Source: an optimization exercise on an open RTL-to-GDS flow (aim: small area, a short achievable clock period and few clock cycles). Production flows keep margins and buffers that such runs may drop.
No run shown here included a check of the RTL's function; only the layout flow was run.
Power is estimated from default activity; no workload was simulated.

==> flow/design.v <==
module fa_cell (input a, input b, input c, output s, output co);
assign s = a ^ b ^ c;
assign co = (a & b) | (a & c) | (b & c);
endmodule
module ha_cell (input a, input b, output s, output co);
assign s = a ^ b;
assign co = a & b;
endmodule
module dot4_s1 (input [31:0] a, input [47:0] sel, output [29:0] cs);
wire s1_1 = ~(a[0] ^ sel[2]);
wire s1_2 = ~(a[1] ^ sel[2]);
wire s1_3 = ~(a[2] ^ sel[2]);
wire s1_4 = ~(a[3] ^ sel[2]);
wire s1_5 = ~(a[4] ^ sel[2]);
wire s1_6 = ~(a[5] ^ sel[2]);
wire s1_7 = ~(a[6] ^ sel[2]);
wire s1_8 = ~(a[7] ^ sel[2]);
wire s1_9 = ~((sel[0] & s1_1) | (sel[1] & ~sel[2]));
wire s1_10 = ~((sel[0] & s1_2) | (sel[1] & s1_1));
wire s1_11 = ~((sel[0] & s1_3) | (sel[1] & s1_2));
wire s1_12 = ~((sel[0] & s1_4) | (sel[1] & s1_3));
wire s1_13 = ~((sel[0] & s1_5) | (sel[1] & s1_4));
wire s1_14 = ~((sel[0] & s1_6) | (sel[1] & s1_5));
wire s1_15 = ~((sel[0] & s1_7) | (sel[1] & s1_6));
wire s1_16 = ~((sel[0] & s1_8) | (sel[1] & s1_7));
wire s1_17 = (sel[0] | sel[1]) & s1_8;
wire s1_18 = ~(a[0] ^ sel[5]);
wire s1_19 = ~(a[1] ^ sel[5]);
wire s1_20 = ~(a[2] ^ sel[5]);
wire s1_21 = ~(a[3] ^ sel[5]);
wire s1_22 = ~(a[4] ^ sel[5]);
wire s1_23 = ~(a[5] ^ sel[5]);
wire s1_24 = ~(a[6] ^ sel[5]);
wire s1_25 = ~(a[7] ^ sel[5]);
wire s1_26 = ~((sel[3] & s1_18) | (sel[4] & ~sel[5]));
wire s1_27 = ~((sel[3] & s1_19) | (sel[4] & s1_18));
wire s1_28 = ~((sel[3] & s1_20) | (sel[4] & s1_19));
wire s1_29 = ~((sel[3] & s1_21) | (sel[4] & s1_20));
wire s1_30 = ~((sel[3] & s1_22) | (sel[4] & s1_21));
wire s1_31 = ~((sel[3] & s1_23) | (sel[4] & s1_22));
wire s1_32 = ~((sel[3] & s1_24) | (sel[4] & s1_23));
wire s1_33 = ~((sel[3] & s1_25) | (sel[4] & s1_24));
wire s1_34 = (sel[3] | sel[4]) & s1_25;
wire s1_35 = ~(a[0] ^ sel[8]);
wire s1_36 = ~(a[1] ^ sel[8]);
wire s1_37 = ~(a[2] ^ sel[8]);
wire s1_38 = ~(a[3] ^ sel[8]);
wire s1_39 = ~(a[4] ^ sel[8]);
wire s1_40 = ~(a[5] ^ sel[8]);
wire s1_41 = ~(a[6] ^ sel[8]);
wire s1_42 = ~(a[7] ^ sel[8]);
wire s1_43 = ~((sel[6] & s1_35) | (sel[7] & ~sel[8]));
wire s1_44 = ~((sel[6] & s1_36) | (sel[7] & s1_35));
wire s1_45 = ~((sel[6] & s1_37) | (sel[7] & s1_36));
wire s1_46 = ~((sel[6] & s1_38) | (sel[7] & s1_37));
wire s1_47 = ~((sel[6] & s1_39) | (sel[7] & s1_38));
wire s1_48 = ~((sel[6] & s1_40) | (sel[7] & s1_39));
wire s1_49 = ~((sel[6] & s1_41) | (sel[7] & s1_40));
wire s1_50 = ~((sel[6] & s1_42) | (sel[7] & s1_41));
wire s1_51 = (sel[6] | sel[7]) & s1_42;
wire s1_52 = ~(a[0] ^ sel[11]);
wire s1_53 = ~(a[1] ^ sel[11]);
wire s1_54 = ~(a[2] ^ sel[11]);
wire s1_55 = ~(a[3] ^ sel[11]);
wire s1_56 = ~(a[4] ^ sel[11]);
wire s1_57 = ~(a[5] ^ sel[11]);
wire s1_58 = ~(a[6] ^ sel[11]);
wire s1_59 = ~(a[7] ^ sel[11]);
wire s1_60 = ~((sel[9] & s1_52) | (sel[10] & ~sel[11]));
wire s1_61 = ~((sel[9] & s1_53) | (sel[10] & s1_52));
wire s1_62 = ~((sel[9] & s1_54) | (sel[10] & s1_53));
wire s1_63 = ~((sel[9] & s1_55) | (sel[10] & s1_54));
wire s1_64 = ~((sel[9] & s1_56) | (sel[10] & s1_55));
wire s1_65 = ~((sel[9] & s1_57) | (sel[10] & s1_56));
wire s1_66 = ~((sel[9] & s1_58) | (sel[10] & s1_57));
wire s1_67 = ~((sel[9] & s1_59) | (sel[10] & s1_58));
wire s1_68 = (sel[9] | sel[10]) & s1_59;
wire s1_69 = ~(a[8] ^ sel[14]);
wire s1_70 = ~(a[9] ^ sel[14]);
wire s1_71 = ~(a[10] ^ sel[14]);
wire s1_72 = ~(a[11] ^ sel[14]);
wire s1_73 = ~(a[12] ^ sel[14]);
wire s1_74 = ~(a[13] ^ sel[14]);
wire s1_75 = ~(a[14] ^ sel[14]);
wire s1_76 = ~(a[15] ^ sel[14]);
wire s1_77 = ~((sel[12] & s1_69) | (sel[13] & ~sel[14]));
wire s1_78 = ~((sel[12] & s1_70) | (sel[13] & s1_69));
wire s1_79 = ~((sel[12] & s1_71) | (sel[13] & s1_70));
wire s1_80 = ~((sel[12] & s1_72) | (sel[13] & s1_71));
wire s1_81 = ~((sel[12] & s1_73) | (sel[13] & s1_72));
wire s1_82 = ~((sel[12] & s1_74) | (sel[13] & s1_73));
wire s1_83 = ~((sel[12] & s1_75) | (sel[13] & s1_74));
wire s1_84 = ~((sel[12] & s1_76) | (sel[13] & s1_75));
wire s1_85 = (sel[12] | sel[13]) & s1_76;
wire s1_86 = ~(a[8] ^ sel[17]);
wire s1_87 = ~(a[9] ^ sel[17]);
wire s1_88 = ~(a[10] ^ sel[17]);
wire s1_89 = ~(a[11] ^ sel[17]);
wire s1_90 = ~(a[12] ^ sel[17]);
wire s1_91 = ~(a[13] ^ sel[17]);
wire s1_92 = ~(a[14] ^ sel[17]);
wire s1_93 = ~(a[15] ^ sel[17]);
wire s1_94 = ~((sel[15] & s1_86) | (sel[16] & ~sel[17]));
wire s1_95 = ~((sel[15] & s1_87) | (sel[16] & s1_86));
wire s1_96 = ~((sel[15] & s1_88) | (sel[16] & s1_87));
wire s1_97 = ~((sel[15] & s1_89) | (sel[16] & s1_88));
wire s1_98 = ~((sel[15] & s1_90) | (sel[16] & s1_89));
wire s1_99 = ~((sel[15] & s1_91) | (sel[16] & s1_90));
wire s1_100 = ~((sel[15] & s1_92) | (sel[16] & s1_91));
wire s1_101 = ~((sel[15] & s1_93) | (sel[16] & s1_92));
wire s1_102 = (sel[15] | sel[16]) & s1_93;
wire s1_103 = ~(a[8] ^ sel[20]);
wire s1_104 = ~(a[9] ^ sel[20]);
wire s1_105 = ~(a[10] ^ sel[20]);
wire s1_106 = ~(a[11] ^ sel[20]);
wire s1_107 = ~(a[12] ^ sel[20]);
wire s1_108 = ~(a[13] ^ sel[20]);
wire s1_109 = ~(a[14] ^ sel[20]);
wire s1_110 = ~(a[15] ^ sel[20]);
wire s1_111 = ~((sel[18] & s1_103) | (sel[19] & ~sel[20]));
wire s1_112 = ~((sel[18] & s1_104) | (sel[19] & s1_103));
wire s1_113 = ~((sel[18] & s1_105) | (sel[19] & s1_104));
wire s1_114 = ~((sel[18] & s1_106) | (sel[19] & s1_105));
wire s1_115 = ~((sel[18] & s1_107) | (sel[19] & s1_106));
wire s1_116 = ~((sel[18] & s1_108) | (sel[19] & s1_107));
wire s1_117 = ~((sel[18] & s1_109) | (sel[19] & s1_108));
wire s1_118 = ~((sel[18] & s1_110) | (sel[19] & s1_109));
wire s1_119 = (sel[18] | sel[19]) & s1_110;
wire s1_120 = ~(a[8] ^ sel[23]);
wire s1_121 = ~(a[9] ^ sel[23]);
wire s1_122 = ~(a[10] ^ sel[23]);
wire s1_123 = ~(a[11] ^ sel[23]);
wire s1_124 = ~(a[12] ^ sel[23]);
wire s1_125 = ~(a[13] ^ sel[23]);
wire s1_126 = ~(a[14] ^ sel[23]);
wire s1_127 = ~(a[15] ^ sel[23]);
wire s1_128 = ~((sel[21] & s1_120) | (sel[22] & ~sel[23]));
wire s1_129 = ~((sel[21] & s1_121) | (sel[22] & s1_120));
wire s1_130 = ~((sel[21] & s1_122) | (sel[22] & s1_121));
wire s1_131 = ~((sel[21] & s1_123) | (sel[22] & s1_122));
wire s1_132 = ~((sel[21] & s1_124) | (sel[22] & s1_123));
wire s1_133 = ~((sel[21] & s1_125) | (sel[22] & s1_124));
wire s1_134 = ~((sel[21] & s1_126) | (sel[22] & s1_125));
wire s1_135 = ~((sel[21] & s1_127) | (sel[22] & s1_126));
wire s1_136 = (sel[21] | sel[22]) & s1_127;
wire s1_137 = ~(a[16] ^ sel[26]);
wire s1_138 = ~(a[17] ^ sel[26]);
wire s1_139 = ~(a[18] ^ sel[26]);
wire s1_140 = ~(a[19] ^ sel[26]);
wire s1_141 = ~(a[20] ^ sel[26]);
wire s1_142 = ~(a[21] ^ sel[26]);
wire s1_143 = ~(a[22] ^ sel[26]);
wire s1_144 = ~(a[23] ^ sel[26]);
wire s1_145 = ~((sel[24] & s1_137) | (sel[25] & ~sel[26]));
wire s1_146 = ~((sel[24] & s1_138) | (sel[25] & s1_137));
wire s1_147 = ~((sel[24] & s1_139) | (sel[25] & s1_138));
wire s1_148 = ~((sel[24] & s1_140) | (sel[25] & s1_139));
wire s1_149 = ~((sel[24] & s1_141) | (sel[25] & s1_140));
wire s1_150 = ~((sel[24] & s1_142) | (sel[25] & s1_141));
wire s1_151 = ~((sel[24] & s1_143) | (sel[25] & s1_142));
wire s1_152 = ~((sel[24] & s1_144) | (sel[25] & s1_143));
wire s1_153 = (sel[24] | sel[25]) & s1_144;
wire s1_154 = ~(a[16] ^ sel[29]);
wire s1_155 = ~(a[17] ^ sel[29]);
wire s1_156 = ~(a[18] ^ sel[29]);
wire s1_157 = ~(a[19] ^ sel[29]);
wire s1_158 = ~(a[20] ^ sel[29]);
wire s1_159 = ~(a[21] ^ sel[29]);
wire s1_160 = ~(a[22] ^ sel[29]);
wire s1_161 = ~(a[23] ^ sel[29]);
wire s1_162 = ~((sel[27] & s1_154) | (sel[28] & ~sel[29]));
wire s1_163 = ~((sel[27] & s1_155) | (sel[28] & s1_154));
wire s1_164 = ~((sel[27] & s1_156) | (sel[28] & s1_155));
wire s1_165 = ~((sel[27] & s1_157) | (sel[28] & s1_156));
wire s1_166 = ~((sel[27] & s1_158) | (sel[28] & s1_157));
wire s1_167 = ~((sel[27] & s1_159) | (sel[28] & s1_158));
wire s1_168 = ~((sel[27] & s1_160) | (sel[28] & s1_159));
wire s1_169 = ~((sel[27] & s1_161) | (sel[28] & s1_160));
wire s1_170 = (sel[27] | sel[28]) & s1_161;
wire s1_171 = ~(a[16] ^ sel[32]);
wire s1_172 = ~(a[17] ^ sel[32]);
wire s1_173 = ~(a[18] ^ sel[32]);
wire s1_174 = ~(a[19] ^ sel[32]);
wire s1_175 = ~(a[20] ^ sel[32]);
wire s1_176 = ~(a[21] ^ sel[32]);
wire s1_177 = ~(a[22] ^ sel[32]);
wire s1_178 = ~(a[23] ^ sel[32]);
wire s1_179 = ~((sel[30] & s1_171) | (sel[31] & ~sel[32]));
wire s1_180 = ~((sel[30] & s1_172) | (sel[31] & s1_171));
wire s1_181 = ~((sel[30] & s1_173) | (sel[31] & s1_172));
wire s1_182 = ~((sel[30] & s1_174) | (sel[31] & s1_173));
wire s1_183 = ~((sel[30] & s1_175) | (sel[31] & s1_174));
wire s1_184 = ~((sel[30] & s1_176) | (sel[31] & s1_175));
wire s1_185 = ~((sel[30] & s1_177) | (sel[31] & s1_176));
wire s1_186 = ~((sel[30] & s1_178) | (sel[31] & s1_177));
wire s1_187 = (sel[30] | sel[31]) & s1_178;
wire s1_188 = ~(a[16] ^ sel[35]);
wire s1_189 = ~(a[17] ^ sel[35]);
wire s1_190 = ~(a[18] ^ sel[35]);
wire s1_191 = ~(a[19] ^ sel[35]);
wire s1_192 = ~(a[20] ^ sel[35]);
wire s1_193 = ~(a[21] ^ sel[35]);
wire s1_194 = ~(a[22] ^ sel[35]);
wire s1_195 = ~(a[23] ^ sel[35]);
wire s1_196 = ~((sel[33] & s1_188) | (sel[34] & ~sel[35]));
wire s1_197 = ~((sel[33] & s1_189) | (sel[34] & s1_188));
wire s1_198 = ~((sel[33] & s1_190) | (sel[34] & s1_189));
wire s1_199 = ~((sel[33] & s1_191) | (sel[34] & s1_190));
wire s1_200 = ~((sel[33] & s1_192) | (sel[34] & s1_191));
wire s1_201 = ~((sel[33] & s1_193) | (sel[34] & s1_192));
wire s1_202 = ~((sel[33] & s1_194) | (sel[34] & s1_193));
wire s1_203 = ~((sel[33] & s1_195) | (sel[34] & s1_194));
wire s1_204 = (sel[33] | sel[34]) & s1_195;
wire s1_205 = ~(a[24] ^ sel[38]);
wire s1_206 = ~(a[25] ^ sel[38]);
wire s1_207 = ~(a[26] ^ sel[38]);
wire s1_208 = ~(a[27] ^ sel[38]);
wire s1_209 = ~(a[28] ^ sel[38]);
wire s1_210 = ~(a[29] ^ sel[38]);
wire s1_211 = ~(a[30] ^ sel[38]);
wire s1_212 = ~(a[31] ^ sel[38]);
wire s1_213 = ~((sel[36] & s1_205) | (sel[37] & ~sel[38]));
wire s1_214 = ~((sel[36] & s1_206) | (sel[37] & s1_205));
wire s1_215 = ~((sel[36] & s1_207) | (sel[37] & s1_206));
wire s1_216 = ~((sel[36] & s1_208) | (sel[37] & s1_207));
wire s1_217 = ~((sel[36] & s1_209) | (sel[37] & s1_208));
wire s1_218 = ~((sel[36] & s1_210) | (sel[37] & s1_209));
wire s1_219 = ~((sel[36] & s1_211) | (sel[37] & s1_210));
wire s1_220 = ~((sel[36] & s1_212) | (sel[37] & s1_211));
wire s1_221 = (sel[36] | sel[37]) & s1_212;
wire s1_222 = ~(a[24] ^ sel[41]);
wire s1_223 = ~(a[25] ^ sel[41]);
wire s1_224 = ~(a[26] ^ sel[41]);
wire s1_225 = ~(a[27] ^ sel[41]);
wire s1_226 = ~(a[28] ^ sel[41]);
wire s1_227 = ~(a[29] ^ sel[41]);
wire s1_228 = ~(a[30] ^ sel[41]);
wire s1_229 = ~(a[31] ^ sel[41]);
wire s1_230 = ~((sel[39] & s1_222) | (sel[40] & ~sel[41]));
wire s1_231 = ~((sel[39] & s1_223) | (sel[40] & s1_222));
wire s1_232 = ~((sel[39] & s1_224) | (sel[40] & s1_223));
wire s1_233 = ~((sel[39] & s1_225) | (sel[40] & s1_224));
wire s1_234 = ~((sel[39] & s1_226) | (sel[40] & s1_225));
wire s1_235 = ~((sel[39] & s1_227) | (sel[40] & s1_226));
wire s1_236 = ~((sel[39] & s1_228) | (sel[40] & s1_227));
wire s1_237 = ~((sel[39] & s1_229) | (sel[40] & s1_228));
wire s1_238 = (sel[39] | sel[40]) & s1_229;
wire s1_239 = ~(a[24] ^ sel[44]);
wire s1_240 = ~(a[25] ^ sel[44]);
wire s1_241 = ~(a[26] ^ sel[44]);
wire s1_242 = ~(a[27] ^ sel[44]);
wire s1_243 = ~(a[28] ^ sel[44]);
wire s1_244 = ~(a[29] ^ sel[44]);
wire s1_245 = ~(a[30] ^ sel[44]);
wire s1_246 = ~(a[31] ^ sel[44]);
wire s1_247 = ~((sel[42] & s1_239) | (sel[43] & ~sel[44]));
wire s1_248 = ~((sel[42] & s1_240) | (sel[43] & s1_239));
wire s1_249 = ~((sel[42] & s1_241) | (sel[43] & s1_240));
wire s1_250 = ~((sel[42] & s1_242) | (sel[43] & s1_241));
wire s1_251 = ~((sel[42] & s1_243) | (sel[43] & s1_242));
wire s1_252 = ~((sel[42] & s1_244) | (sel[43] & s1_243));
wire s1_253 = ~((sel[42] & s1_245) | (sel[43] & s1_244));
wire s1_254 = ~((sel[42] & s1_246) | (sel[43] & s1_245));
wire s1_255 = (sel[42] | sel[43]) & s1_246;
wire s1_256 = ~(a[24] ^ sel[47]);
wire s1_257 = ~(a[25] ^ sel[47]);
wire s1_258 = ~(a[26] ^ sel[47]);
wire s1_259 = ~(a[27] ^ sel[47]);
wire s1_260 = ~(a[28] ^ sel[47]);
wire s1_261 = ~(a[29] ^ sel[47]);
wire s1_262 = ~(a[30] ^ sel[47]);
wire s1_263 = ~(a[31] ^ sel[47]);
wire s1_264 = ~((sel[45] & s1_256) | (sel[46] & ~sel[47]));
wire s1_265 = ~((sel[45] & s1_257) | (sel[46] & s1_256));
wire s1_266 = ~((sel[45] & s1_258) | (sel[46] & s1_257));
wire s1_267 = ~((sel[45] & s1_259) | (sel[46] & s1_258));
wire s1_268 = ~((sel[45] & s1_260) | (sel[46] & s1_259));
wire s1_269 = ~((sel[45] & s1_261) | (sel[46] & s1_260));
wire s1_270 = ~((sel[45] & s1_262) | (sel[46] & s1_261));
wire s1_271 = ~((sel[45] & s1_263) | (sel[46] & s1_262));
wire s1_272 = (sel[45] | sel[46]) & s1_263;
wire s1_273, s1_274;
fa_cell s1_273_u (.a(sel[26]), .b(sel[14]), .c(sel[2]), .s(s1_273), .co(s1_274));
wire s1_275, s1_276;
fa_cell s1_275_u (.a(s1_77), .b(s1_9), .c(sel[38]), .s(s1_275), .co(s1_276));
wire s1_277, s1_278;
fa_cell s1_277_u (.a(s1_273), .b(s1_213), .c(s1_145), .s(s1_277), .co(s1_278));
wire s1_279, s1_280;
fa_cell s1_279_u (.a(s1_277), .b(s1_275), .c(1'b1), .s(s1_279), .co(s1_280));
wire s1_281, s1_282;
fa_cell s1_281_u (.a(s1_146), .b(s1_78), .c(s1_10), .s(s1_281), .co(s1_282));
wire s1_283, s1_284;
fa_cell s1_283_u (.a(s1_276), .b(s1_274), .c(s1_214), .s(s1_283), .co(s1_284));
wire s1_285, s1_286;
fa_cell s1_285_u (.a(s1_280), .b(s1_278), .c(s1_281), .s(s1_285), .co(s1_286));
wire s1_287, s1_288;
fa_cell s1_287_u (.a(s1_285), .b(s1_283), .c(1'b1), .s(s1_287), .co(s1_288));
wire s1_289, s1_290;
fa_cell s1_289_u (.a(sel[29]), .b(sel[17]), .c(sel[5]), .s(s1_289), .co(s1_290));
wire s1_291, s1_292;
fa_cell s1_291_u (.a(s1_26), .b(s1_11), .c(sel[41]), .s(s1_291), .co(s1_292));
wire s1_293, s1_294;
fa_cell s1_293_u (.a(s1_147), .b(s1_94), .c(s1_79), .s(s1_293), .co(s1_294));
wire s1_295, s1_296;
fa_cell s1_295_u (.a(s1_230), .b(s1_215), .c(s1_162), .s(s1_295), .co(s1_296));
wire s1_297, s1_298;
fa_cell s1_297_u (.a(s1_291), .b(s1_282), .c(s1_289), .s(s1_297), .co(s1_298));
wire s1_299, s1_300;
fa_cell s1_299_u (.a(s1_284), .b(s1_295), .c(s1_293), .s(s1_299), .co(s1_300));
wire s1_301, s1_302;
fa_cell s1_301_u (.a(s1_299), .b(s1_286), .c(s1_297), .s(s1_301), .co(s1_302));
wire s1_303, s1_304;
fa_cell s1_303_u (.a(s1_301), .b(s1_288), .c(1'b1), .s(s1_303), .co(s1_304));
wire s1_305, s1_306;
fa_cell s1_305_u (.a(s1_80), .b(s1_27), .c(s1_12), .s(s1_305), .co(s1_306));
wire s1_307, s1_308;
fa_cell s1_307_u (.a(s1_163), .b(s1_148), .c(s1_95), .s(s1_307), .co(s1_308));
wire s1_309, s1_310;
fa_cell s1_309_u (.a(s1_290), .b(s1_231), .c(s1_216), .s(s1_309), .co(s1_310));
wire s1_311, s1_312;
fa_cell s1_311_u (.a(s1_296), .b(s1_294), .c(s1_292), .s(s1_311), .co(s1_312));
wire s1_313, s1_314;
fa_cell s1_313_u (.a(s1_309), .b(s1_307), .c(s1_305), .s(s1_313), .co(s1_314));
wire s1_315, s1_316;
fa_cell s1_315_u (.a(s1_313), .b(s1_311), .c(s1_298), .s(s1_315), .co(s1_316));
wire s1_317, s1_318;
fa_cell s1_317_u (.a(s1_302), .b(s1_315), .c(s1_300), .s(s1_317), .co(s1_318));
wire s1_319, s1_320;
fa_cell s1_319_u (.a(s1_317), .b(s1_304), .c(1'b1), .s(s1_319), .co(s1_320));
wire s1_321, s1_322;
fa_cell s1_321_u (.a(sel[32]), .b(sel[20]), .c(sel[8]), .s(s1_321), .co(s1_322));
wire s1_323, s1_324;
fa_cell s1_323_u (.a(s1_28), .b(s1_13), .c(sel[44]), .s(s1_323), .co(s1_324));
wire s1_325, s1_326;
fa_cell s1_325_u (.a(s1_96), .b(s1_81), .c(s1_43), .s(s1_325), .co(s1_326));
wire s1_327, s1_328;
fa_cell s1_327_u (.a(s1_164), .b(s1_149), .c(s1_111), .s(s1_327), .co(s1_328));
wire s1_329, s1_330;
fa_cell s1_329_u (.a(s1_232), .b(s1_217), .c(s1_179), .s(s1_329), .co(s1_330));
wire s1_331, s1_332;
fa_cell s1_331_u (.a(s1_306), .b(s1_321), .c(s1_247), .s(s1_331), .co(s1_332));
wire s1_333, s1_334;
fa_cell s1_333_u (.a(s1_325), .b(s1_323), .c(s1_308), .s(s1_333), .co(s1_334));
wire s1_335, s1_336;
fa_cell s1_335_u (.a(s1_310), .b(s1_329), .c(s1_327), .s(s1_335), .co(s1_336));
wire s1_337, s1_338;
fa_cell s1_337_u (.a(s1_333), .b(s1_331), .c(s1_312), .s(s1_337), .co(s1_338));
wire s1_339, s1_340;
fa_cell s1_339_u (.a(s1_337), .b(s1_335), .c(s1_314), .s(s1_339), .co(s1_340));
wire s1_341, s1_342;
fa_cell s1_341_u (.a(s1_318), .b(s1_339), .c(s1_316), .s(s1_341), .co(s1_342));
wire s1_343, s1_344;
fa_cell s1_343_u (.a(s1_44), .b(s1_29), .c(s1_14), .s(s1_343), .co(s1_344));
wire s1_345, s1_346;
fa_cell s1_345_u (.a(s1_112), .b(s1_97), .c(s1_82), .s(s1_345), .co(s1_346));
wire s1_347, s1_348;
fa_cell s1_347_u (.a(s1_180), .b(s1_165), .c(s1_150), .s(s1_347), .co(s1_348));
wire s1_349, s1_350;
fa_cell s1_349_u (.a(s1_248), .b(s1_233), .c(s1_218), .s(s1_349), .co(s1_350));
wire s1_351, s1_352;
fa_cell s1_351_u (.a(s1_326), .b(s1_324), .c(s1_322), .s(s1_351), .co(s1_352));
wire s1_353, s1_354;
fa_cell s1_353_u (.a(s1_343), .b(s1_330), .c(s1_328), .s(s1_353), .co(s1_354));
wire s1_355, s1_356;
fa_cell s1_355_u (.a(s1_349), .b(s1_347), .c(s1_345), .s(s1_355), .co(s1_356));
wire s1_357, s1_358;
fa_cell s1_357_u (.a(s1_351), .b(s1_334), .c(s1_332), .s(s1_357), .co(s1_358));
wire s1_359, s1_360;
fa_cell s1_359_u (.a(s1_336), .b(s1_355), .c(s1_353), .s(s1_359), .co(s1_360));
wire s1_361, s1_362;
fa_cell s1_361_u (.a(s1_359), .b(s1_338), .c(s1_357), .s(s1_361), .co(s1_362));
wire s1_363, s1_364;
fa_cell s1_363_u (.a(s1_361), .b(s1_340), .c(1'b1), .s(s1_363), .co(s1_364));
wire s1_365, s1_366;
fa_cell s1_365_u (.a(sel[35]), .b(sel[23]), .c(sel[11]), .s(s1_365), .co(s1_366));
wire s1_367, s1_368;
fa_cell s1_367_u (.a(s1_30), .b(s1_15), .c(sel[47]), .s(s1_367), .co(s1_368));
wire s1_369, s1_370;
fa_cell s1_369_u (.a(s1_83), .b(s1_60), .c(s1_45), .s(s1_369), .co(s1_370));
wire s1_371, s1_372;
fa_cell s1_371_u (.a(s1_128), .b(s1_113), .c(s1_98), .s(s1_371), .co(s1_372));
wire s1_373, s1_374;
fa_cell s1_373_u (.a(s1_181), .b(s1_166), .c(s1_151), .s(s1_373), .co(s1_374));
wire s1_375, s1_376;
fa_cell s1_375_u (.a(s1_234), .b(s1_219), .c(s1_196), .s(s1_375), .co(s1_376));
wire s1_377, s1_378;
fa_cell s1_377_u (.a(s1_365), .b(s1_264), .c(s1_249), .s(s1_377), .co(s1_378));
wire s1_379, s1_380;
fa_cell s1_379_u (.a(s1_348), .b(s1_346), .c(s1_344), .s(s1_379), .co(s1_380));
wire s1_381, s1_382;
fa_cell s1_381_u (.a(s1_369), .b(s1_367), .c(s1_350), .s(s1_381), .co(s1_382));
wire s1_383, s1_384;
fa_cell s1_383_u (.a(s1_375), .b(s1_373), .c(s1_371), .s(s1_383), .co(s1_384));
wire s1_385, s1_386;
fa_cell s1_385_u (.a(s1_354), .b(s1_352), .c(s1_377), .s(s1_385), .co(s1_386));
wire s1_387, s1_388;
fa_cell s1_387_u (.a(s1_381), .b(s1_379), .c(s1_356), .s(s1_387), .co(s1_388));
wire s1_389, s1_390;
fa_cell s1_389_u (.a(s1_385), .b(s1_358), .c(s1_383), .s(s1_389), .co(s1_390));
wire s1_391, s1_392;
fa_cell s1_391_u (.a(s1_389), .b(s1_387), .c(s1_360), .s(s1_391), .co(s1_392));
wire s1_393, s1_394;
fa_cell s1_393_u (.a(s1_364), .b(s1_362), .c(1'b1), .s(s1_393), .co(s1_394));
wire s1_395, s1_396;
fa_cell s1_395_u (.a(s1_46), .b(s1_31), .c(s1_16), .s(s1_395), .co(s1_396));
wire s1_397, s1_398;
fa_cell s1_397_u (.a(s1_99), .b(s1_84), .c(s1_61), .s(s1_397), .co(s1_398));
wire s1_399, s1_400;
fa_cell s1_399_u (.a(s1_152), .b(s1_129), .c(s1_114), .s(s1_399), .co(s1_400));
wire s1_401, s1_402;
fa_cell s1_401_u (.a(s1_197), .b(s1_182), .c(s1_167), .s(s1_401), .co(s1_402));
wire s1_403, s1_404;
fa_cell s1_403_u (.a(s1_250), .b(s1_235), .c(s1_220), .s(s1_403), .co(s1_404));
wire s1_405, s1_406;
fa_cell s1_405_u (.a(s1_368), .b(s1_366), .c(s1_265), .s(s1_405), .co(s1_406));
wire s1_407, s1_408;
fa_cell s1_407_u (.a(s1_374), .b(s1_372), .c(s1_370), .s(s1_407), .co(s1_408));
wire s1_409, s1_410;
fa_cell s1_409_u (.a(s1_397), .b(s1_395), .c(s1_376), .s(s1_409), .co(s1_410));
wire s1_411, s1_412;
fa_cell s1_411_u (.a(s1_403), .b(s1_401), .c(s1_399), .s(s1_411), .co(s1_412));
wire s1_413, s1_414;
fa_cell s1_413_u (.a(s1_382), .b(s1_380), .c(s1_378), .s(s1_413), .co(s1_414));
wire s1_415, s1_416;
fa_cell s1_415_u (.a(s1_407), .b(s1_405), .c(s1_384), .s(s1_415), .co(s1_416));
wire s1_417, s1_418;
fa_cell s1_417_u (.a(s1_386), .b(s1_411), .c(s1_409), .s(s1_417), .co(s1_418));
wire s1_419, s1_420;
fa_cell s1_419_u (.a(s1_388), .b(s1_415), .c(s1_413), .s(s1_419), .co(s1_420));
wire s1_421, s1_422;
fa_cell s1_421_u (.a(s1_419), .b(s1_390), .c(s1_417), .s(s1_421), .co(s1_422));
wire s1_423, s1_424;
fa_cell s1_423_u (.a(s1_421), .b(s1_392), .c(1'b1), .s(s1_423), .co(s1_424));
wire s1_425, s1_426;
fa_cell s1_425_u (.a(s1_47), .b(s1_32), .c(s1_17), .s(s1_425), .co(s1_426));
wire s1_427, s1_428;
fa_cell s1_427_u (.a(s1_100), .b(s1_85), .c(s1_62), .s(s1_427), .co(s1_428));
wire s1_429, s1_430;
fa_cell s1_429_u (.a(s1_153), .b(s1_130), .c(s1_115), .s(s1_429), .co(s1_430));
wire s1_431, s1_432;
fa_cell s1_431_u (.a(s1_198), .b(s1_183), .c(s1_168), .s(s1_431), .co(s1_432));
wire s1_433, s1_434;
fa_cell s1_433_u (.a(s1_251), .b(s1_236), .c(s1_221), .s(s1_433), .co(s1_434));
wire s1_435, s1_436;
fa_cell s1_435_u (.a(s1_398), .b(s1_396), .c(s1_266), .s(s1_435), .co(s1_436));
wire s1_437, s1_438;
fa_cell s1_437_u (.a(s1_404), .b(s1_402), .c(s1_400), .s(s1_437), .co(s1_438));
wire s1_439, s1_440;
fa_cell s1_439_u (.a(s1_429), .b(s1_427), .c(s1_425), .s(s1_439), .co(s1_440));
wire s1_441, s1_442;
fa_cell s1_441_u (.a(s1_406), .b(s1_433), .c(s1_431), .s(s1_441), .co(s1_442));
wire s1_443, s1_444;
fa_cell s1_443_u (.a(s1_412), .b(s1_410), .c(s1_408), .s(s1_443), .co(s1_444));
wire s1_445, s1_446;
fa_cell s1_445_u (.a(s1_439), .b(s1_437), .c(s1_435), .s(s1_445), .co(s1_446));
wire s1_447, s1_448;
fa_cell s1_447_u (.a(s1_441), .b(s1_416), .c(s1_414), .s(s1_447), .co(s1_448));
wire s1_449, s1_450;
fa_cell s1_449_u (.a(s1_418), .b(s1_445), .c(s1_443), .s(s1_449), .co(s1_450));
wire s1_451, s1_452;
fa_cell s1_451_u (.a(s1_449), .b(s1_447), .c(s1_420), .s(s1_451), .co(s1_452));
wire s1_453, s1_454;
fa_cell s1_453_u (.a(s1_63), .b(s1_48), .c(s1_33), .s(s1_453), .co(s1_454));
wire s1_455, s1_456;
fa_cell s1_455_u (.a(s1_131), .b(s1_116), .c(s1_101), .s(s1_455), .co(s1_456));
wire s1_457, s1_458;
fa_cell s1_457_u (.a(s1_199), .b(s1_184), .c(s1_169), .s(s1_457), .co(s1_458));
wire s1_459, s1_460;
fa_cell s1_459_u (.a(s1_267), .b(s1_252), .c(s1_237), .s(s1_459), .co(s1_460));
wire s1_461, s1_462;
fa_cell s1_461_u (.a(s1_430), .b(s1_428), .c(s1_426), .s(s1_461), .co(s1_462));
wire s1_463, s1_464;
fa_cell s1_463_u (.a(s1_453), .b(s1_434), .c(s1_432), .s(s1_463), .co(s1_464));
wire s1_465, s1_466;
fa_cell s1_465_u (.a(s1_459), .b(s1_457), .c(s1_455), .s(s1_465), .co(s1_466));
wire s1_467, s1_468;
fa_cell s1_467_u (.a(s1_440), .b(s1_438), .c(s1_436), .s(s1_467), .co(s1_468));
wire s1_469, s1_470;
fa_cell s1_469_u (.a(s1_465), .b(s1_463), .c(s1_461), .s(s1_469), .co(s1_470));
wire s1_471, s1_472;
fa_cell s1_471_u (.a(s1_467), .b(s1_444), .c(s1_442), .s(s1_471), .co(s1_472));
wire s1_473, s1_474;
fa_cell s1_473_u (.a(s1_448), .b(s1_469), .c(s1_446), .s(s1_473), .co(s1_474));
wire s1_475, s1_476;
fa_cell s1_475_u (.a(s1_473), .b(s1_450), .c(s1_471), .s(s1_475), .co(s1_476));
wire s1_477, s1_478;
assign s1_477 = s1_49 ^ s1_34;
assign s1_478 = s1_49 & s1_34;
wire s1_479, s1_480;
fa_cell s1_479_u (.a(s1_117), .b(s1_102), .c(s1_64), .s(s1_479), .co(s1_480));
wire s1_481, s1_482;
fa_cell s1_481_u (.a(s1_185), .b(s1_170), .c(s1_132), .s(s1_481), .co(s1_482));
wire s1_483, s1_484;
fa_cell s1_483_u (.a(s1_253), .b(s1_238), .c(s1_200), .s(s1_483), .co(s1_484));
wire s1_485, s1_486;
fa_cell s1_485_u (.a(s1_456), .b(s1_454), .c(s1_268), .s(s1_485), .co(s1_486));
wire s1_487, s1_488;
fa_cell s1_487_u (.a(s1_477), .b(s1_460), .c(s1_458), .s(s1_487), .co(s1_488));
wire s1_489, s1_490;
fa_cell s1_489_u (.a(s1_483), .b(s1_481), .c(s1_479), .s(s1_489), .co(s1_490));
wire s1_491, s1_492;
fa_cell s1_491_u (.a(s1_466), .b(s1_464), .c(s1_462), .s(s1_491), .co(s1_492));
wire s1_493, s1_494;
fa_cell s1_493_u (.a(s1_489), .b(s1_487), .c(s1_485), .s(s1_493), .co(s1_494));
wire s1_495, s1_496;
fa_cell s1_495_u (.a(s1_470), .b(s1_491), .c(s1_468), .s(s1_495), .co(s1_496));
wire s1_497, s1_498;
fa_cell s1_497_u (.a(s1_495), .b(s1_472), .c(s1_493), .s(s1_497), .co(s1_498));
wire s1_499, s1_500;
fa_cell s1_499_u (.a(s1_497), .b(s1_474), .c(1'b1), .s(s1_499), .co(s1_500));
wire s1_501, s1_502;
assign s1_501 = s1_65 ^ s1_50;
assign s1_502 = s1_65 & s1_50;
wire s1_503, s1_504;
fa_cell s1_503_u (.a(s1_186), .b(s1_133), .c(s1_118), .s(s1_503), .co(s1_504));
wire s1_505, s1_506;
fa_cell s1_505_u (.a(s1_269), .b(s1_254), .c(s1_201), .s(s1_505), .co(s1_506));
wire s1_507, s1_508;
fa_cell s1_507_u (.a(s1_482), .b(s1_480), .c(s1_478), .s(s1_507), .co(s1_508));
wire s1_509, s1_510;
fa_cell s1_509_u (.a(s1_503), .b(s1_501), .c(s1_484), .s(s1_509), .co(s1_510));
wire s1_511, s1_512;
fa_cell s1_511_u (.a(s1_488), .b(s1_486), .c(s1_505), .s(s1_511), .co(s1_512));
wire s1_513, s1_514;
fa_cell s1_513_u (.a(s1_509), .b(s1_507), .c(s1_490), .s(s1_513), .co(s1_514));
wire s1_515, s1_516;
fa_cell s1_515_u (.a(s1_494), .b(s1_511), .c(s1_492), .s(s1_515), .co(s1_516));
wire s1_517, s1_518;
fa_cell s1_517_u (.a(s1_515), .b(s1_496), .c(s1_513), .s(s1_517), .co(s1_518));
wire s1_519, s1_520;
fa_cell s1_519_u (.a(s1_517), .b(s1_498), .c(1'b1), .s(s1_519), .co(s1_520));
wire s1_521, s1_522;
fa_cell s1_521_u (.a(s1_119), .b(s1_66), .c(s1_51), .s(s1_521), .co(s1_522));
wire s1_523, s1_524;
fa_cell s1_523_u (.a(s1_202), .b(s1_187), .c(s1_134), .s(s1_523), .co(s1_524));
wire s1_525, s1_526;
fa_cell s1_525_u (.a(s1_502), .b(s1_270), .c(s1_255), .s(s1_525), .co(s1_526));
wire s1_527, s1_528;
fa_cell s1_527_u (.a(s1_521), .b(s1_506), .c(s1_504), .s(s1_527), .co(s1_528));
wire s1_529, s1_530;
fa_cell s1_529_u (.a(s1_510), .b(s1_508), .c(s1_523), .s(s1_529), .co(s1_530));
wire s1_531, s1_532;
fa_cell s1_531_u (.a(s1_512), .b(s1_527), .c(s1_525), .s(s1_531), .co(s1_532));
wire s1_533, s1_534;
fa_cell s1_533_u (.a(s1_531), .b(s1_514), .c(s1_529), .s(s1_533), .co(s1_534));
wire s1_535, s1_536;
fa_cell s1_535_u (.a(s1_518), .b(s1_533), .c(s1_516), .s(s1_535), .co(s1_536));
wire s1_537, s1_538;
assign s1_537 = s1_135 ^ s1_67;
assign s1_538 = s1_135 & s1_67;
wire s1_539, s1_540;
fa_cell s1_539_u (.a(s1_522), .b(s1_271), .c(s1_203), .s(s1_539), .co(s1_540));
wire s1_541, s1_542;
fa_cell s1_541_u (.a(s1_526), .b(s1_537), .c(s1_524), .s(s1_541), .co(s1_542));
wire s1_543, s1_544;
fa_cell s1_543_u (.a(s1_530), .b(s1_539), .c(s1_528), .s(s1_543), .co(s1_544));
wire s1_545, s1_546;
fa_cell s1_545_u (.a(s1_543), .b(s1_532), .c(s1_541), .s(s1_545), .co(s1_546));
wire s1_547, s1_548;
fa_cell s1_547_u (.a(s1_545), .b(s1_534), .c(1'b1), .s(s1_547), .co(s1_548));
wire s1_549, s1_550;
fa_cell s1_549_u (.a(s1_204), .b(s1_136), .c(s1_68), .s(s1_549), .co(s1_550));
wire s1_551, s1_552;
fa_cell s1_551_u (.a(s1_549), .b(s1_538), .c(s1_272), .s(s1_551), .co(s1_552));
wire s1_553, s1_554;
fa_cell s1_553_u (.a(s1_542), .b(s1_551), .c(s1_540), .s(s1_553), .co(s1_554));
wire s1_555, s1_556;
fa_cell s1_555_u (.a(s1_546), .b(s1_553), .c(s1_544), .s(s1_555), .co(s1_556));
wire s1_557 = s1_552 ^ s1_550 ^ 1'b0;
assign cs[0] = s1_279;
assign cs[1] = s1_287;
assign cs[2] = s1_303;
assign cs[3] = s1_319;
assign cs[4] = s1_320;
assign cs[5] = s1_341;
assign cs[6] = s1_363;
assign cs[7] = s1_342;
assign cs[8] = s1_391;
assign cs[9] = s1_393;
assign cs[10] = s1_394;
assign cs[11] = s1_423;
assign cs[12] = s1_422;
assign cs[13] = s1_424;
assign cs[14] = s1_451;
assign cs[15] = s1_452;
assign cs[16] = s1_475;
assign cs[17] = s1_476;
assign cs[18] = s1_499;
assign cs[19] = s1_500;
assign cs[20] = s1_519;
assign cs[21] = s1_520;
assign cs[22] = s1_535;
assign cs[23] = s1_547;
assign cs[24] = s1_536;
assign cs[25] = s1_548;
assign cs[26] = s1_555;
assign cs[27] = s1_557;
assign cs[28] = s1_554;
assign cs[29] = s1_556;
endmodule
module dot4_s2 (input [29:0] cs, output [15:0] y);
wire s2_1, s2_2;
fa_cell s2_1_u (.a(cs[14]), .b(cs[13]), .c(cs[12]), .s(s2_1), .co(s2_2));
wire s2_3, s2_4;
fa_cell s2_3_u (.a(cs[16]), .b(cs[15]), .c(1'b1), .s(s2_3), .co(s2_4));
wire s2_5, s2_6;
fa_cell s2_5_u (.a(cs[18]), .b(cs[17]), .c(1'b1), .s(s2_5), .co(s2_6));
wire s2_7, s2_8;
fa_cell s2_7_u (.a(cs[20]), .b(cs[19]), .c(1'b1), .s(s2_7), .co(s2_8));
wire s2_9, s2_10;
fa_cell s2_9_u (.a(cs[22]), .b(cs[21]), .c(1'b1), .s(s2_9), .co(s2_10));
wire s2_11, s2_12;
fa_cell s2_11_u (.a(cs[24]), .b(cs[23]), .c(1'b1), .s(s2_11), .co(s2_12));
wire s2_13, s2_14;
fa_cell s2_13_u (.a(cs[26]), .b(cs[25]), .c(1'b1), .s(s2_13), .co(s2_14));
wire s2_15 = cs[29] ^ cs[28] ^ cs[27];
wire [11:0] r0 = {s2_14, s2_12, s2_10, s2_8, s2_6, s2_4, s2_3, s2_1, cs[10], cs[8], cs[6], cs[4]};
wire [11:0] r1 = {s2_15, s2_13, s2_11, s2_9, s2_7, s2_5, s2_2, 1'b1, cs[11], cs[9], cs[7], cs[5]};
wire [11:0] hi = ~(r0 + r1 + 1'b1);
assign y = {hi, ~{cs[3], cs[2], cs[1], cs[0]}};
endmodule
module sys_array_fetcher
#(parameter DATA_WIDTH=8,
parameter ARRAY_W=4,
parameter ARRAY_L=4)
(input  clock,
    input  reset_n,
    input  load_params,
    input  start_comp,
    input  [DATA_WIDTH*ARRAY_W*ARRAY_L - 1:0] input_data_a,
    input  [DATA_WIDTH*ARRAY_W*ARRAY_L - 1:0] input_data_b,
    output reg ready,
    output [2*DATA_WIDTH*ARRAY_W*ARRAY_W-1:0] out_data);
localparam CSW = 30;
reg [191:0] sel;                  
wire [191:0] sel_next;
reg [16*CSW-1:0] cs;              
wire [16*CSW-1:0] cs_next;
genvar i, j;
generate
    for (i = 0; i < 64; i = i + 1) begin : booth
        wire b1 = input_data_b[2*i+1];
        wire b0 = input_data_b[2*i];
        wire bm;
        if (i % 4 == 0) begin : lsb
            assign bm = 1'b0;
        end else begin : mid
            assign bm = input_data_b[2*i-1];
        end
        assign sel_next[3*i]   = b0 ^ bm;
        assign sel_next[3*i+1] = (b1 & ~b0 & ~bm) | (~b1 & b0 & bm);
        assign sel_next[3*i+2] = ~b1 | (b0 & bm);
    end
endgenerate
generate
    for (i = 0; i < 4; i = i + 1) begin : row
        for (j = 0; j < 4; j = j + 1) begin : col
            dot4_s1 s1 (.a(input_data_a[32*j +: 32]), .sel(sel[48*i +: 48]),
                        .cs(cs_next[CSW*(4*i+j) +: CSW]));
            dot4_s2 s2 (.cs(cs[CSW*(4*i+j) +: CSW]), .y(out_data[16*(4*i+j) +: 16]));
        end
    end
endgenerate
always @(posedge clock) begin
    if (~reset_n) begin
        sel <= {64{3'b100}};      
        ready <= 1'b0;
    end else begin
        if (load_params) sel <= sel_next;
        if (start_comp) ready <= 1'b1;
    end
    if (start_comp) cs <= cs_next;
end
endmodule
==> flow/flow/run.sh <==
#!/bin/bash
# The standard ORFS layout (the standard.sh, standard synthesis included),
# except that the input and output ports are buffered with buf_4 cells
# instead of buffer_ports' default choice.
set -euo pipefail
export BUFFER_PORTS_ARGS="-buffer_cell sky130_fd_sc_hd__buf_4"
bash standard.sh finish > standard.log 2>&1
==> flow/standard.sh <==
#!/bin/bash
# synth_recipe.tcl (not shown) runs the flow's synth.tcl, then flattens the netlist and writes it again
# the make line also repeats each setting of config.mk as NAME=value (left out here)
make -C /OpenROAD-flow-scripts/flow DESIGN_CONFIG=/design/flow/config.mk WORK_HOME=/design/flow/orfs CLKGATE_MAP_FILE= SYNTH_SCRIPT=/design/flow/synth_recipe.tcl "${@:-finish}"
==> flow/config.mk <==
export PLATFORM = sky130hd
export DESIGN_NAME = sys_array_fetcher
export DESIGN_NICKNAME = sys_array_fetcher
export VERILOG_FILES = /design/flow/design.v
export SDC_FILE = /design/flow/constraint.sdc
export NUM_CORES = 4
export LEC_CHECK = 0
export CAP_MARGIN = 20
export CORE_MARGIN = 2
export CORE_UTILIZATION = 55
export SETUP_SLACK_MARGIN = 2.0
export SLEW_MARGIN = 20
export SYNTH_HIERARCHICAL = 1
==> flow/constraint.sdc <==
create_clock -name core_clock -period 6.5 [get_ports {clock}]
set_input_delay 1.3000 -clock core_clock [delete_from_list [all_inputs] [get_ports {clock}]]
set_output_delay 1.3000 -clock core_clock [all_outputs]
set_load 0.01 [all_outputs]
==> results.txt, run 1 <==
Reg power frac between 10 and 15%; first drt pass iteration count 10; IO buf count approximately 520; synthesized instance count between 10k and 15k; via count between 90k and 100k; final count of negative-setup-slack endpoints 0; Max Fanout on Critical Path 6; RSZ-0062 raised after global routing true; Final nets 14.7k; # IOs around 520; clk slew on worst S/H paths 60 ps; fin crit share slightly above 70%; Hold Path Class flip-flop to flip-flop; synthesized area per cell approximately 10 um2; Initial DRC Count between 10k and 15k; worst skew pair latency 780 ps; initial antenna violation count 13; Tot GR Track Use a little over two fifths; Area Overhead vs Synth 17.3%; Longest Clk Path Bufs 3; Clock Skews around 36 ps; Initial Utilization between 50% and 60%; Slew @ Worst Pin around 1100 ps; Worst EP arrival between 3000 and 4000 ps; most used flip-flop cell after synthesis edfxtp_1; DPL Wire Length around 360000 um; Synth cell types 49; vias in the first global route slightly above 100k; Hold Vio Cnt, Final 0; Int Power around 36 mW; vias per cell around 6.6; post-synthesis sequential area ratio between 10% and 20%; WL/cell between 30 and 40 um; Die Span X between 400 and 500 um; crit path capture type output pin; Max Slew Vio Count 0; Fmax achieved 214 MHz; first-pass GRT wire length just over 700000 um; share of power burned in combinational logic between 70% and 80%; critical path type flip-flop to output pin; total routed wirelength between 500000 and 600000 um; Placer Congestion roughly 1; Die ar. approximately 240000 um2; synthesis-stage register bit count 673; Mapped Area ~130000 um2; CTS H-tree lvls 3; most frequent cells in the layout fa_1, a22oi_1, xnor2_1, fa_2, buf_4; YS warnings 7; Core Area around 230000 um2; largest net degree at the start of global routing 141; Leakage 49.6 nW; Die H 485 um; Residual DRC 0; Switch Pwr about 32 mW; TritonCTS Buffers 89; TNS Setup 0 ps; most common cell after layout, fill and taps aside fa_1; Max VDD drop 0.000776 V; Sw Ratio a little under half; min cycle time layout 4670 ps; run status complete, no violations; layout cells sized above 1 a little under a third; GRT overflow 0; max-cap viol count 0; # rows about 180; EDFF count, synth 480; clock network fraction of total power 8.1%; Worst slew margin between 20% and 30%; total power divided by cell area 451 nW/um2; Finished Cell Area between 100000 and 150000 um2; CTS Sinks ~670; CTS tree built; Crit path required time ~5200 ps; Critical Path Source Type flip-flop; post-placement cell area around 140000 um2; post-route ant nets 0; asr flop ratio synth 0%; CTS root buf clkbuf_16
[repair_timing]
| action | 4_1_cts | 5_1_grt |
|---|---|---|
| pin swaps | 40 | 71 |
| gates resized for setup | 432 | 460 |
| cloned | 2 | 9 |
| buffers inserted | 109 | 170 |
| hold buffers | 0 | 0 |
| setup endpoints to repair | 332 | 164 |
[kinds of logic after synthesis]
family                     count (synthesis)  share of synthesized area (%)
other                                     32                         0.0943
adders and majority gates               2608                           39.5
xor gates and xnor gates                2128                           14.6
and+or+nand+nor                         1664                           6.65
buffers and inverters                   2184                           9.22
DFF                                      673                           14.3
AOI/OAI and AO/OA                       2849                           15.1
muxes                                     64                          0.503
[cell type report]
cell class                      count  area [um2]
Clock inverter                     49         579
Inverter                          384        1440
Multi-Input combinational cell   9569      110000
Antenna cell                       11        27.5
Tap cell                         3026        3790
Clock buffer                      119        2570
Fill cell                       17800       80600
Sequential cell                   673       18800
Timing Repair Buffer             1128       12200
[Yosys stat by module, one instance, submodules excluded]
module / flip-flops and latches / cells / area (um2) / copies in the design
dot4_s1: 0 / 457 / 3050 / 16
dot4_s2: 0 / 76 / 556 / 16
fa_cell: 0 / 1 / 20.0 / 2336
sys_array_fetcher: 673 / 1338 / 23000 / 1
[layer usage]
metal	vias to the layer above	global-route usage (%)	part of all wire (%)
li1	40000	-	-
met1	50700	54.9	37
met2	6463	62.5	42
met3	1379	14.6	12
met4	4	28.2	8.3
met5	-	0	0.047
[power by group through the flow]
stage	logic, mW	clock network (mW)	registers, mW
global route	56.7	5.68	9.97
detailed placement	48.8	0	10.1
floorplan	41.5	0	9.22
finish	52.1	5.47	9.81
global placement	47.7	0	10.0
CTS	50.6	5.57	9.84
[registers in the layout, summed over array words and instances, names as in the netlist]
| signal | flops |
|---|---|
| cs | 480 |
| sel | 192 |
| ready | 1 |
[worst max-delay path, stage by stage (launching register included)]
cell      delay [ps]
edfxtp_1         410
fa_1             540
ha_4             320
nand4_1          100
a21oi_2          270
nor3_4           110
o211ai_1         600
buf_4            240
[through the flow]
step	hold slack [ps]	worst slack, ps	utilization, %	instances	total power, mW
after global routing	544	1810	65.0	15000	72.3
final	521	1830	65.0	15000	67.4
after CTS	517	1880	63.3	14800	66.0
after global placement	459	786	60.5	14500	57.7
after floorplan	488	1520	-	12400	50.7
after detailed placement	503	806	60.5	14500	58.9
[worst paths after layout]
| check | from | to | slack [ps] | cells after the start |
|---|---|---|---|---|
| max | cs[345]$_DFFE_PP_ | out_data[191] | 1830 | 7 |
| min | sel[68]$_SDFFE_PN1P_ | sel[68]$_SDFFE_PN1P_ | 520 | 2 |
| max reg2reg | sel[23]$_SDFFE_PN1P_ | cs[80]$_DFFE_PP_ | 2020 | 9 |
| min reg2reg | sel[68]$_SDFFE_PN1P_ | sel[68]$_SDFFE_PN1P_ | 520 | 2 |
[cells in the mapped netlist (all sizes together) (33+ instances only)]
library cell,number,area share (%)
clkbuf,807,2.7
or3b,48,0.33
nor2,720,2.1
xor2,352,2.4
buf,993,5.4
edfxtp,480,11
nand2,176,0.52
o21ai,304,1.2
a21o,48,0.28
o22ai,112,0.55
nand2b,64,0.31
dfxtp,193,3.0
fa,2352,37
ha,256,2.5
nor3,64,0.31
nand3b,80,0.47
mux2i,64,0.50
o21a,33,0.19
inv,384,1.1
nor2b,320,1.6
and3b,48,0.33
a21oi,576,2.3
xnor2,1776,12
a22oi,1584,9.3
a31oi,64,0.31
==> run 2, diff against run 1 <==
--- a/flow/config.mk
+++ b/flow/config.mk
@@ -9,4 +9,4 @@
 export CORE_MARGIN = 2
-export CORE_UTILIZATION = 55
-export SETUP_SLACK_MARGIN = 2.0
+export CORE_UTILIZATION = 40
+export SETUP_SLACK_MARGIN = 1.8
 export SLEW_MARGIN = 20
==> run 2 against run 1 <==
Against the previous run: critical path type unchanged; synthesized area did not move; largest cell class unchanged; clock-buffer cell count rose by 9; maximum frequency fell by 2.4%; first-iteration DRC count fell by 3.9%; still clean; via count fell by 1.8%; die area rose by 37%; critical path depth rose by 1.
==> results.txt, run 2 <==
Die Span X 568 um (+17%); Placer Congestion 0.960 (-2.5%); Leakage 46.2 nW (-6.8%); Int Power 34.6 mW (-3.1%); met1 Use GR 39.7% (-15 points); WL/cell 32.3 um (-6.4%); total power divided by cell area 467 nW/um2 (+3.6%); Hold Buf Count CTS 0 (unchanged); GRT overflow 0 (unchanged); TritonCTS Buffers 96 (+7.9%); most common cell after layout, fill and taps aside fa_1; worst skew pair latency 910 ps (+130 ps); max-cap viol count 0 (unchanged); vias in the first global route 102k (+0.12%); Hold Path Class flip-flop to flip-flop; Synth cell types 49 (unchanged); Clock Skews 133 ps (+97.0 ps); Die ar. 323000 um2 (+37%); Sw Ratio 47.9% (+1.0 points); met2 GRT Util 49.2% (-13 points); highest cell delay on the worst timing path 550 ps (-50 ps); final count of negative-setup-slack endpoints 0 (unchanged); RSZ-0062 raised after global routing true; largest reg by FF count cs; GRT busiest layer met2; share of power burned in combinational logic 76.7% (-0.6 points); delay-heaviest family, CP compound AO/OA/AOI/OAI gates; Initial DRC Count 11.4k (-3.9%); most common cell in the netlist fa_1; synth top area cells fa_1, xnor2_1, edfxtp_1, a22oi_1, buf_4; post-synthesis sequential area ratio 14.3% (unchanged); critical path type flip-flop to output pin; via count 96.8k (-1.8%); Max Slew Vio Count 0 (unchanged); Worst EP arrival 3480 ps (+110 ps); Max Fanout on Critical Path 7 (+1); Critical Path Source Type flip-flop; IO buf count 516 (unchanged); Worst slew margin 19.5% (-7.4 points); crit-path cells fa_1, ha_4, o211a_1, a41o_1, nor3_4, a211oi_2, o211ai_1, buf_4; first-pass GRT wire length 732000 um (+1.1%); CTS root buf clkbuf_16; post-synth top area cell fa_1; Hold Vio Cnt, Final 0 (unchanged); Die H 568 um (+17%); Buf/Inv on CP 1 (unchanged); asr flop ratio synth 0% (unchanged); fin crit share 73.6% (+1.8 points); Area Overhead vs Synth 11.8%; Reg power frac 14.8% (+0.2 points); met3 Use GR 7.70% (-6.9 points); synthesized instance count 12.2k (unchanged); most frequent cells in the layout fa_1, a22oi_1, xnor2_1, buf_4, fa_2; post-route ant nets 0 (unchanged); top post-synthesis cells by count fa_1, xnor2_1, a22oi_1, buf_4, nor2_1; EDFF count, synth 480 (unchanged); Core Area 318000 um2 (+38%); YS warnings 7 (unchanged); Crit-path slowest cell fa_1; Crit path required time 5200 ps (about the same); CTS Sinks 673 (unchanged); Residual DRC 0 (unchanged); Tot GR Track Use 31.3% (-12 points); Mapped Area 127000 um2 (unchanged); synthesis-stage register bit count 673 (unchanged); # IOs 517 (unchanged); max FFs per register 480 (unchanged); Initial Utilization 40.1% (-15 points); Final nets 14.5k (-1.5%); Max VDD drop 0.000699 V (-9.8%); CTS H-tree lvls 3 (unchanged); fillcell total 29.4k (+65%); clk slew on worst S/H paths 60 ps (about the same); first drt pass iteration count 7 (-3); crit path capture type output pin; # rows 207 (+18%); Fmax achieved 209 MHz (-2.4%); Synth top area share 36.9% (unchanged); TNS Setup 0 ps (unchanged); Slew @ Worst Pin 1210 ps (+110 ps); min cycle time layout 4780 ps (+115 ps); total routed wirelength 514000 um (-0.50%); vias per cell 6.09 (-7.6%); synthesized area per cell 10.4 um2 (unchanged); Hold Slack 483 ps (-38.0 ps); largest net degree at the start of global routing 140 (-0.71%); DPL Wire Length 393000 um (+8.9%); biggest regs cs (480), sel (192), ready (1); Longest Clk Path Bufs 4 (+1); run status complete, no violations; Switch Pwr 31.9 mW (+0.96%); clock network fraction of total power 8.5% (+0.4 points); CTS tree built; most used flip-flop cell after synthesis edfxtp_1; initial antenna violation count 23 (+10); layout cells sized above 1 25.0% (-6.9 points)
run 2: cell counts after synthesis:
No cell type changed its count.
run 2: cell families after synthesis:
| kind of cell | Yosys count | share of synthesized area, % |
|---|---|---|
| DFF | 673 | 14.3 |
| and+or+nand+nor | 1664 | 6.65 |
| xor gates and xnor gates | 2128 | 14.6 |
| muxes | 64 | 0.503 |
| adders and majority gates | 2608 | 39.5 |
| AOI/OAI and AO/OA | 2849 | 15.1 |
| buffers and inverters | 2184 | 9.22 |
| other | 32 | 0.0943 |
run 2: final cells by class:
type                    count  area (um2)  area share [%]
repair buffers            905        8060            5.66
well taps                4180        5230            3.67
inverters                 384        1440            1.01
diodes                     13        32.5          0.0228
multi-input cells        9569      106000            74.3
clock buffers             128        2660            1.86
flip-flops and latches    673       18700            13.1
clock inverters            44         571           0.400
run 2: worst register-to-register path, delay by kind of cell, from the launching register on:
family                   cells  cell delay, ps
AO/OA/AOI/OAI                1             360
flip-flops                   1            1070
adder cells (fa/ha/maj)      6            2940
run 2: final timing paths:
path	from	endpoint	slack, ps	cells past startpoint
worst max-delay path	cs[198]$_DFFE_PP_	out_data[111]	1720	8
worst min-delay path	sel[97]$_SDFFE_PN0P_	sel[97]$_SDFFE_PN0P_	480	2
worst max register to register	sel[40]$_SDFFE_PN0P_	cs[101]$_DFFE_PP_	1790	7
worst min register to register	sel[97]$_SDFFE_PN0P_	sel[97]$_SDFFE_PN0P_	480	2
run 2: power groups by stage:
| stage | clock network, mW | registers [mW] | logic, mW |
|---|---|---|---|
| CTS | 5.75 | 9.92 | 50.9 |
| finish | 5.62 | 9.88 | 51.0 |
| detailed placement | 0 | 10.0 | 49.9 |
| global placement | 0 | 9.99 | 49.1 |
| global route | 5.90 | 10.0 | 56.0 |
| floorplan | 0 | 9.22 | 40.8 |
run 2: Yosys stat by module (local to each module, per instance):
module,times used,flops+latches,area [um2]
dot4_s1,16,0,3050
fa_cell,2336,0,20.0
dot4_s2,16,0,556
sys_array_fetcher,1,673,23000
run 2: routing by layer:
metal	wire, um	share of wire [%]	up-vias
li1	-	-	39500
met4	33200	6.5	18
met3	52800	10	1321
met2	232000	45	5938
met5	124	0.024	-
met1	196000	38	49900
run 2: through the flow:
| stage | utilization (%) | setup WS [ps] | instances | power [mW] | instance area (um2) |
|---|---|---|---|---|---|
| final | 44.9 | 1720 | 15900 | 66.5 | 142000 |
| after detailed placement | 43.2 | 913 | 15600 | 60.0 | 137000 |
| after global routing | 44.9 | 1660 | 15900 | 72.0 | 142000 |
| after global placement | 43.2 | 915 | 15600 | 59.1 | 137000 |
| after floorplan | - | 1520 | 12400 | 50.0 | 137000 |
| after CTS | 44.5 | 1720 | 15800 | 66.6 | 141000 |
run 2: timing repair:
action | 4_1_cts | 5_1_grt
gates resized for setup | 102 | 133
setup buffers | 20 | 71
endpoints found under the setup margin | 212 | 107
pin swaps | 19 | 18
gates cloned | 0 | 0

==> separate check: timing with driven ports <==
The flow's constraints put no driver on any port. The routed layouts listed below were extracted and timed again, unchanged, in two steps.
Step 1 (the two cells are an assumption about what drives the block):
set clk [get_ports {clock}]
set_driving_cell -lib_cell sky130_fd_sc_hd__clkbuf_16 $clk
set_driving_cell -lib_cell sky130_fd_sc_hd__buf_2 [delete_from_list [all_inputs] $clk]
Step 2 also shifts input and output timing later by t, the mid clock arrival at the registers, as if the neighbouring blocks saw the same clock.
Slacks: ideal ports / drivers / drivers and shift; pairs: ideal ports / drivers.
run | t, ns | setup slack, ns | worst register clock-pin slew, ns
run 1 | 0.870 | 1.831 / 1.725 / 0.954 | 0.07 / 0.07
run 2 | 0.954 | 1.716 / 1.608 / 0.779 | 0.07 / 0.07
After both steps every run listed still meets setup and hold. The setup slack of run 2, which loses most, moves by -0.108 ns with the drivers and by -0.937 ns with both steps.
